Context: an optimization exercise on an open-source flow, tuned for small area and a short achievable clock period. The choices shown serve that exercise and are no tape-out recipe.
In this exercise RTL edits were held to simulation tests only and were not proved equivalent to the original.
No driver is modelled on the clock port, so clocking that relies on it looks cheaper here than on a real chip.
Power figures rest on the tool's default switching activity, not on a simulated workload.

==> flow/design.v <==
module debouncer(
    input clk,
    input resetn,
    input noisy_signal,
    output reg debounced_signal
);
    reg [6:0] counter;
    reg last_stable_signal;
    wire changed = noisy_signal ^ last_stable_signal;
    wire at_interval = ~counter[5] & ~counter[3] & counter[2] & ~counter[1] & counter[0];
    always @(posedge clk or negedge resetn) begin
        if (!resetn) begin
            debounced_signal <= 0;
            last_stable_signal <= 0;
        end else begin
            last_stable_signal <= noisy_signal;
            if (at_interval)
                debounced_signal <= (noisy_signal & last_stable_signal) |
                                    (noisy_signal & debounced_signal) |
                                    (last_stable_signal & debounced_signal);
        end
    end
    always @(posedge clk)
        counter <= changed ? 7'd0 : {~counter[5:0], ~(counter[0] ^ counter[6])};
endmodule
module reset_debouncer(
    input clk,
    input resetn,
    output reg debounced_signal
);
    reg [6:0] counter;
    always @(posedge clk or negedge resetn) begin
        if (!resetn) begin
            counter <= 0;
            debounced_signal <= 0;
        end else begin
            counter <= {~counter[5:0], ~(counter[0] ^ counter[6])};
            if (counter[6] & counter[4] & ~counter[3] & counter[2] & ~counter[1])
                debounced_signal <= 1'b1;
        end
    end
endmodule
module game_logic(
	input clock,
	input resetn,
	input button1,
	input button0,
	input [7:0]player_input,
	output reg [2:0] colour,
	output [9:0] x,
	output [8:0] y,
	output reg plot
);
	reg [8:0] xr;
	reg [7:0] yr;
	assign x = {1'b0, xr};
	assign y = {1'b0, yr};
	wire [9:0] debounced_input;
	wire debounced_resetn;
	genvar g;
	generate
		for (g = 0; g < 8; g = g + 1) begin : deb_col
			debouncer d(.clk(clock), .resetn(resetn), .noisy_signal(player_input[g]),
				.debounced_signal(debounced_input[g]));
		end
	endgenerate
	debouncer debounce_8(.clk(clock), .resetn(resetn), .noisy_signal(button1),
		.debounced_signal(debounced_input[8]));
	debouncer debounce_9(.clk(clock), .resetn(resetn), .noisy_signal(button0),
		.debounced_signal(debounced_input[9]));
	reset_debouncer debounce_reset(.clk(clock), .resetn(resetn),
		.debounced_signal(debounced_resetn));
	reg [2:0] height [0:7];
	reg [5:0] same [0:7];
	reg turn;
	reg win_flag;
	function above(input [2:0] h, input integer k);
		case (k)
			0: above = h[2] | h[1] | h[0];
			1: above = h[2] | h[1];
			2: above = h[2] | (h[1] & h[0]);
			3: above = h[2];
			4: above = h[2] & (h[1] | h[0]);
			default: above = h[2] & h[1];
		endcase
	endfunction
	function [2:0] inc(input [2:0] h);
		inc = {h[2] | (h[1] & h[0]), h[1] ^ h[0], ~h[0]};
	endfunction
	reg [5:0] mine [0:7];
	integer c, k, d;
	always @* begin
		for (c = 0; c < 8; c = c + 1)
			for (k = 0; k < 6; k = k + 1)
				mine[c][k] = above(height[c], k) & same[c][k];
	end
	reg line;
	always @* begin
		line = 1'b0;
		for (c = 0; c < 8; c = c + 1)
			for (k = 0; k < 6; k = k + 1) begin
				if (k < 3)
					line = line | (mine[c][k] & mine[c][k+1] & mine[c][k+2] & mine[c][k+3]);
				if (c < 5)
					line = line | (mine[c][k] & mine[c+1][k] & mine[c+2][k] & mine[c+3][k]);
				if (c < 5 && k < 3)
					line = line | (mine[c][k] & mine[c+1][k+1] & mine[c+2][k+2] & mine[c+3][k+3]);
				if (c < 5 && k > 2)
					line = line | (mine[c][k] & mine[c+1][k-1] & mine[c+2][k-2] & mine[c+3][k-3]);
			end
	end
	wire button_ok = turn ? debounced_input[8] : debounced_input[9];
	reg [7:0] place;
	always @* begin
		for (c = 0; c < 8; c = c + 1)
			place[c] = debounced_input[c] & ~(height[c][2] & height[c][1]) & button_ok;
	end
	wire any_place = |place;
	function mod5is(input [5:0] q, input integer r);
		integer n;
		begin
			mod5is = 1'b0;
			for (n = r; n < 46; n = n + 5)
				if (q == n) mod5is = 1'b1;
		end
	endfunction
	wire x_wrap = xr[8] & xr[6] & xr[5] & xr[3];    
	wire y_wrap = yr[7] & yr[6] & yr[5] & yr[4];    
	wire x_cell_end = (xr[2:0] == 3'd7) & mod5is(xr[8:3], 4);
	wire x_grid_end = (xr[2:0] == 3'd3) & mod5is(xr[8:3], 0);
	reg [7:0] col;       
	reg x_grid;
	reg [5:0] lvl;
	always @* begin
		for (k = 0; k < 6; k = k + 1)
			lvl[k] = (yr >= 40 * (5 - k)) && (yr < 40 * (6 - k));
	end
	wire y_grid = ~yr[2] & mod5is({1'b0, yr[7:3]}, 0);
	wire on_grid = x_grid | y_grid;
	reg cell_occ, cell_same;
	reg [2:0] hsel;
	reg [5:0] ssel;
	always @* begin
		hsel = 3'd0;
		ssel = 6'd0;
		for (c = 0; c < 8; c = c + 1) begin
			hsel = hsel | ({3{col[c]}} & height[c]);
			ssel = ssel | ({6{col[c]}} & same[c]);
		end
		cell_occ = 1'b0;
		cell_same = 1'b0;
		for (k = 0; k < 6; k = k + 1) begin
			cell_occ = cell_occ | (lvl[k] & above(hsel, k));
			cell_same = cell_same | (lvl[k] & ssel[k]);
		end
	end
	wire cell_own = cell_same ^ turn;
	always @(posedge clock) begin
		if (!debounced_resetn) begin
			xr <= 0;
			yr <= 0;
			colour <= 3'b000;
			plot <= 1'b0;
			col <= 8'd1;
			x_grid <= 1'b1;
			turn <= 1'b0;
			win_flag <= 1'b0;
			for (c = 0; c < 8; c = c + 1)
				height[c] <= 0;
		end else begin
			for (c = 0; c < 8; c = c + 1)
				if (place[c])
					height[c] <= inc(height[c]);
			if (any_place)
				turn <= ~turn;
			if (line)
				win_flag <= 1'b1;
			if (win_flag)
				colour <= turn ? 3'b100 : 3'b010;
			else if (on_grid)
				colour <= 3'b001;
			else if (cell_occ)
				colour <= cell_own ? 3'b010 : 3'b100;
			else
				colour <= 3'b111;
			if (x_wrap) begin
				xr <= 9'd0;
				col <= 8'd1;
				x_grid <= 1'b1;
				if (y_wrap)
					yr <= 8'd0;
				else
					yr <= yr + 8'd1;
			end else begin
				xr <= xr + 9'd1;
				if (x_cell_end) begin
					col <= col << 1;
					x_grid <= 1'b1;
				end else if (x_grid_end)
					x_grid <= 1'b0;
			end
			plot <= 1'b1;
		end
	end
	always @(posedge clock) begin
		for (c = 0; c < 8; c = c + 1)
			for (k = 0; k < 6; k = k + 1)
				same[c][k] <= ~above(height[c], k) | (same[c][k] ^ any_place);
	end
endmodule
clock: 8.0 ns
lec_check: 0
cap_margin: 20
core_margin: 2
core_utilization: 40
slew_margin: 20
standard.sh (not shown) runs the stock make flow with config.mk's settings and CLKGATE_MAP_FILE= SYNTH_SCRIPT=/design/flow/synth_recipe.tcl, a recipe that flattens the netlist after the stock synthesis.
==> flow/flow/run.sh <==
#!/bin/bash
# The standard layout, with these changes:
# - the port buffers that every input and output gets are buf_2 cells (ORFS
#   picks a slow delay cell otherwise, which its repair then leaves alone);
# - denser core (68 %) and larger clock-tree sink clusters (fewer leaf buffers);
# - after clock tree synthesis, flow/clock_top.tcl rebuilds the top of the
#   tree: the leaf buffers stay, everything above them is replaced by 4
#   buffers that the clock port drives directly, one per quarter of the core,
#   so every register's clock arrives earlier, all alike.
# The clock period, constraints and every other step are unchanged.
set -euo pipefail
MARGIN=${MARGIN:-5.7}
KNOBS="CORE_UTILIZATION=68 SETUP_SLACK_MARGIN=$MARGIN CTS_CLUSTER_SIZE=25 CTS_CLUSTER_DIAMETER=80"
PORTS="BUFFER_PORTS_ARGS=-buffer_cell sky130_fd_sc_hd__buf_2"
bash standard.sh $KNOBS "$PORTS" cts > standard_cts.log 2>&1
R=orfs/results/sky130hd/game_logic/base
ODB=$R/4_cts.odb ODB_OUT=$R/4_cts.odb openroad -no_init -exit flow/clock_top.tcl > clock_top.log 2>&1
bash standard.sh $KNOBS "$PORTS" finish > standard.log 2>&1
==> flow/flow/clock_top.tcl <==
read_db $::env(ODB)
set block [ord::get_db_block]
set port_net [$block findNet clock]

proc out_net { inst } {
  foreach it [$inst getITerms] {
    if { [$it isOutputSignal] } { return [$it getNet] }
  }
  foreach it [$inst getITerms] {
    if { [[$it getMTerm] getIoType] == "OUTPUT" } { return [$it getNet] }
  }
  return ""
}
proc in_iterm { inst } {
  foreach it [$inst getITerms] {
    if { [$it isInputSignal] } { return $it }
  }
  return ""
}
# a clock buffer whose output drives something (CTS also adds buffers with a
# free output as dummy loads; those count as sinks)
proc is_dummy { inst } {
  if { ![string match "sky130_fd_sc_hd__clkbuf_*" [[$inst getMaster] getName]] } { return 0 }
  return [expr {![is_buf $inst]}]
}
proc is_buf { inst } {
  if { ![string match "sky130_fd_sc_hd__clkbuf_*" [[$inst getMaster] getName]] } { return 0 }
  set onet [out_net $inst]
  if { $onet == "" || $onet == "NULL" } { return 0 }
  return [expr {[llength [$onet getITerms]] > 1}]
}

# walk the tree from the port
set upper {}
set leaves {}
set front [list $port_net]
while { [llength $front] } {
  set next {}
  foreach net $front {
    foreach it [$net getITerms] {
      if { ![$it isInputSignal] } { continue }
      set inst [$it getInst]
      if { ![is_buf $inst] } { continue }
      set onet [out_net $inst]
      set drives_buf 0
      set drives_sink 0
      foreach lt [$onet getITerms] {
        if { [$lt getInst] == $inst } { continue }
        if { [is_dummy [$lt getInst]] } { continue }
        if { [is_buf [$lt getInst]] } { set drives_buf 1 } else { set drives_sink 1 }
      }
      if { $drives_sink } {
        if { $drives_buf } {
          puts "[$inst getName] drives both buffers and registers: the tree is left as it is"
          write_db $::env(ODB_OUT)
          exit
        }
        lappend leaves $inst
      } else {
        lappend upper $inst
        lappend next $onet
      }
    }
  }
  set front $next
}
foreach it [$port_net getITerms] {
  if { ![is_buf [$it getInst]] } { error "the clock port drives a non-buffer" }
}
puts "[llength $upper] upper buffers, [llength $leaves] leaf buffers"
if { [llength $leaves] < 5 } {
  puts "too few leaves: the tree is left as it is"
  write_db $::env(ODB_OUT)
  exit
}

# remove the upper levels, with any dummy loads on their nets
set dummy_list {}
foreach net [concat [list $port_net] [lmap b $upper {out_net $b}]] {
  foreach it [$net getITerms] {
    set inst [$it getInst]
    if { [$it isInputSignal] && [is_dummy $inst] } { lappend dummy_list $inst }
  }
}
set dummies [llength $dummy_list]
foreach inst $dummy_list { odb::dbInst_destroy $inst }
foreach b $leaves { [in_iterm $b] disconnect }
foreach b $upper {
  set onet [out_net $b]
  odb::dbInst_destroy $b
  odb::dbNet_destroy $onet
}
puts "removed [llength $upper] upper buffers and $dummies dummy loads"

# split the leaves into 4 groups: halves by x, then each half by y
proc centre { inst } {
  set bb [$inst getBBox]
  return [list [expr {([$bb xMin] + [$bb xMax]) / 2}] [expr {([$bb yMin] + [$bb yMax]) / 2}]]
}
set pts {}
foreach b $leaves { lappend pts [concat [list $b] [centre $b]] }
set pts [lsort -integer -index 1 $pts]
set h [expr {[llength $pts] / 2}]
set groups {}
foreach half [list [lrange $pts 0 [expr {$h - 1}]] [lrange $pts $h end]] {
  set half [lsort -integer -index 2 $half]
  set q [expr {[llength $half] / 2}]
  lappend groups [lrange $half 0 [expr {$q - 1}]] [lrange $half $q end]
}
set db [$block getDataBase]
set top_cell sky130_fd_sc_hd__clkbuf_16
if { [info exists ::env(TOP_CELL)] } { set top_cell $::env(TOP_CELL) }
set master [$db findMaster $top_cell]
if { [info exists ::env(LEAF_CELL)] } {
  set lm [$db findMaster $::env(LEAF_CELL)]
  foreach b $leaves { $b swapMaster $lm }
  puts "leaf buffers are now $::env(LEAF_CELL)"
}
set n 0
foreach grp $groups {
  incr n
  set nb [odb::dbInst_create $block $master "clkbuf_top_${n}_clock"]
  set nnet [odb::dbNet_create $block "clknet_top_${n}_clock"]
  $nnet setSigType CLOCK
  set sx 0; set sy 0
  foreach p $grp {
    [in_iterm [lindex $p 0]] connect $nnet
    incr sx [lindex $p 1]; incr sy [lindex $p 2]
  }
  $nb setLocation [expr {$sx / [llength $grp]}] [expr {$sy / [llength $grp]}]
  $nb setPlacementStatus PLACED
  foreach nit [$nb getITerms] {
    set sig [[$nit getMTerm] getSigType]
    if { $sig == "POWER" || $sig == "GROUND" } { continue }
    if { [$nit isOutputSignal] } { $nit connect $nnet } elseif { [$nit isInputSignal] } { $nit connect $port_net }
  }
  puts "clkbuf_top_${n}_clock drives [llength $grp] leaf buffers"
}
puts "clock port now drives [llength [$port_net getITerms]] cell pins"
detailed_placement
check_placement
write_db $::env(ODB_OUT)
==> next run, changes <==
--- a/flow/flow/run.sh
+++ b/flow/flow/run.sh
@@ -4,3 +4,3 @@
 #   picks a slow delay cell otherwise, which its repair then leaves alone);
-# - denser core (68 %) and larger clock-tree sink clusters (fewer leaf buffers);
+# - denser core (55 %) and larger clock-tree sink clusters (fewer leaf buffers);
 # - after clock tree synthesis, flow/clock_top.tcl rebuilds the top of the
@@ -12,3 +12,3 @@
 MARGIN=${MARGIN:-5.7}
-KNOBS="CORE_UTILIZATION=68 SETUP_SLACK_MARGIN=$MARGIN CTS_CLUSTER_SIZE=25 CTS_CLUSTER_DIAMETER=80"
+KNOBS="CORE_UTILIZATION=68 SETUP_SLACK_MARGIN=$MARGIN CTS_CLUSTER_SIZE=25 CTS_CLUSTER_DIAMETER=60"
 PORTS="BUFFER_PORTS_ARGS=-buffer_cell sky130_fd_sc_hd__buf_2"
--- a/flow/flow/clock_top.tcl
+++ b/flow/flow/clock_top.tcl
@@ -52,7 +52,3 @@
       if { $drives_sink } {
-        if { $drives_buf } {
-          puts "[$inst getName] drives both buffers and registers: the tree is left as it is"
-          write_db $::env(ODB_OUT)
-          exit
-        }
+        if { $drives_buf } { error "[$inst getName] drives both buffers and registers" }
         lappend leaves $inst
@@ -109,11 +105,4 @@
 }
-set db [$block getDataBase]
-set top_cell sky130_fd_sc_hd__clkbuf_16
-if { [info exists ::env(TOP_CELL)] } { set top_cell $::env(TOP_CELL) }
-set master [$db findMaster $top_cell]
-if { [info exists ::env(LEAF_CELL)] } {
-  set lm [$db findMaster $::env(LEAF_CELL)]
-  foreach b $leaves { $b swapMaster $lm }
-  puts "leaf buffers are now $::env(LEAF_CELL)"
-}
+set master [[lindex $leaves 0] getMaster]
+set master [[$block getDataBase] findMaster sky130_fd_sc_hd__clkbuf_16]
 set n 0
Cell area went up by 0.77%.
Die area does not change.
Area after synthesis is unchanged.
Non-clock buffer count shrinks by 3.
Clock-buffer cell count rises by 1.
Worst hold slack gets worse by 13 ps.
Cell count barely changes.
First-iteration DRC count grows by 16%.
Wire length decreases by 1.8%.
==> next run, changes <==
--- a/flow/flow/run.sh
+++ b/flow/flow/run.sh
@@ -11,4 +11,4 @@
 set -euo pipefail
-MARGIN=${MARGIN:-5.7}
-KNOBS="CORE_UTILIZATION=68 SETUP_SLACK_MARGIN=$MARGIN CTS_CLUSTER_SIZE=25 CTS_CLUSTER_DIAMETER=60"
+MARGIN=${MARGIN:-5.6}
+KNOBS="CORE_UTILIZATION=76 SETUP_SLACK_MARGIN=$MARGIN CTS_CLUSTER_SIZE=25 CTS_CLUSTER_DIAMETER=60"
 PORTS="BUFFER_PORTS_ARGS=-buffer_cell sky130_fd_sc_hd__buf_2"
The new run produced a clean layout.
Hold slack improves by 17 ps.
Fmax shrinks slightly.
Routed wire length grows by a quarter to a third.
Count of clock-buffer cells in the layout shrinks by 1.
Sequential share of layout area grows by 0.54 points.
Register-to-register slack degrades by 110 ps.
Setup slack degrades by 18 ps.
Global-route usage grows by 12 points.
==> next run, changes <==
--- a/flow/flow/run.sh
+++ b/flow/flow/run.sh
@@ -4,3 +4,3 @@
 #   picks a slow delay cell otherwise, which its repair then leaves alone);
-# - denser core (55 %) and larger clock-tree sink clusters (fewer leaf buffers);
+# - denser core (68 %) and larger clock-tree sink clusters (fewer leaf buffers);
 # - after clock tree synthesis, flow/clock_top.tcl rebuilds the top of the
@@ -11,4 +11,4 @@
 set -euo pipefail
-MARGIN=${MARGIN:-5.6}
-KNOBS="CORE_UTILIZATION=76 SETUP_SLACK_MARGIN=$MARGIN CTS_CLUSTER_SIZE=25 CTS_CLUSTER_DIAMETER=60"
+MARGIN=${MARGIN:-5.75}
+KNOBS="CORE_UTILIZATION=68 SETUP_SLACK_MARGIN=$MARGIN CTS_CLUSTER_SIZE=25 CTS_CLUSTER_DIAMETER=60"
 PORTS="BUFFER_PORTS_ARGS=-buffer_cell sky130_fd_sc_hd__buf_2"
--- a/flow/flow/clock_top.tcl
+++ b/flow/flow/clock_top.tcl
@@ -52,3 +52,7 @@
       if { $drives_sink } {
-        if { $drives_buf } { error "[$inst getName] drives both buffers and registers" }
+        if { $drives_buf } {
+          puts "[$inst getName] drives both buffers and registers: the tree is left as it is"
+          write_db $::env(ODB_OUT)
+          exit
+        }
         lappend leaves $inst
@@ -105,4 +109,11 @@
 }
-set master [[lindex $leaves 0] getMaster]
-set master [[$block getDataBase] findMaster sky130_fd_sc_hd__clkbuf_16]
+set db [$block getDataBase]
+set top_cell sky130_fd_sc_hd__clkbuf_16
+if { [info exists ::env(TOP_CELL)] } { set top_cell $::env(TOP_CELL) }
+set master [$db findMaster $top_cell]
+if { [info exists ::env(LEAF_CELL)] } {
+  set lm [$db findMaster $::env(LEAF_CELL)]
+  foreach b $leaves { $b swapMaster $lm }
+  puts "leaf buffers are now $::env(LEAF_CELL)"
+}
 set n 0
Worst setup slack degrades by 12 ps. Synthesized cell count is unchanged. Cell area is higher by 1.3%. Synthesized area does not change. Sequential share of layout area falls by 0.54 points. Clock power rose by about 4.5%. Via count went down by about 9%. Wire length went down by about 20%. Clock-buffer cell count came out higher by 1. Critical path depth stays the same. Hold slack gets worse by 16 ps.

==> static timing again, ports no longer ideal <==
In the flow no input, the clock included, has a driving cell. The finished layouts below were timed again as built, in two steps.
Step 1: set_driving_cell puts a clkbuf_16 on clock and a buf_2 on each other input, an assumption about the parent block.
Step 2 also shifts input and output timing later by t, the mid clock arrival at the registers, as if the neighbouring blocks saw the same clock.
Three values: ideal ports, drivers, drivers and shift; two values: the first two.
| run | t, ns | setup WS [ns] | clock arrival spread, ns | worst register clock-pin slew, ns | pins driven straight from the clock port |
|---|---|---|---|---|---|
| the first run | 0.381 | 5.614 / 5.528 / 5.587 | 0.044 / 0.044 | 0.10 / 0.10 | 4 |
| the second run | 0.381 | 5.620 / 5.529 / 5.639 | 0.028 / 0.028 | 0.09 / 0.09 | 4 |
| the third run | 0.386 | 5.602 / 5.523 / 5.483 | 0.032 / 0.032 | 0.10 / 0.10 | 4 |
| the fourth run | 0.382 | 5.590 / 5.526 / 5.590 | 0.030 / 0.029 | 0.09 / 0.09 | 4 |
After both steps every run listed still meets setup and hold. For the third run, which loses most, drivers alone change the setup slack by -0.079 ns; drivers and shift together by -0.119 ns.
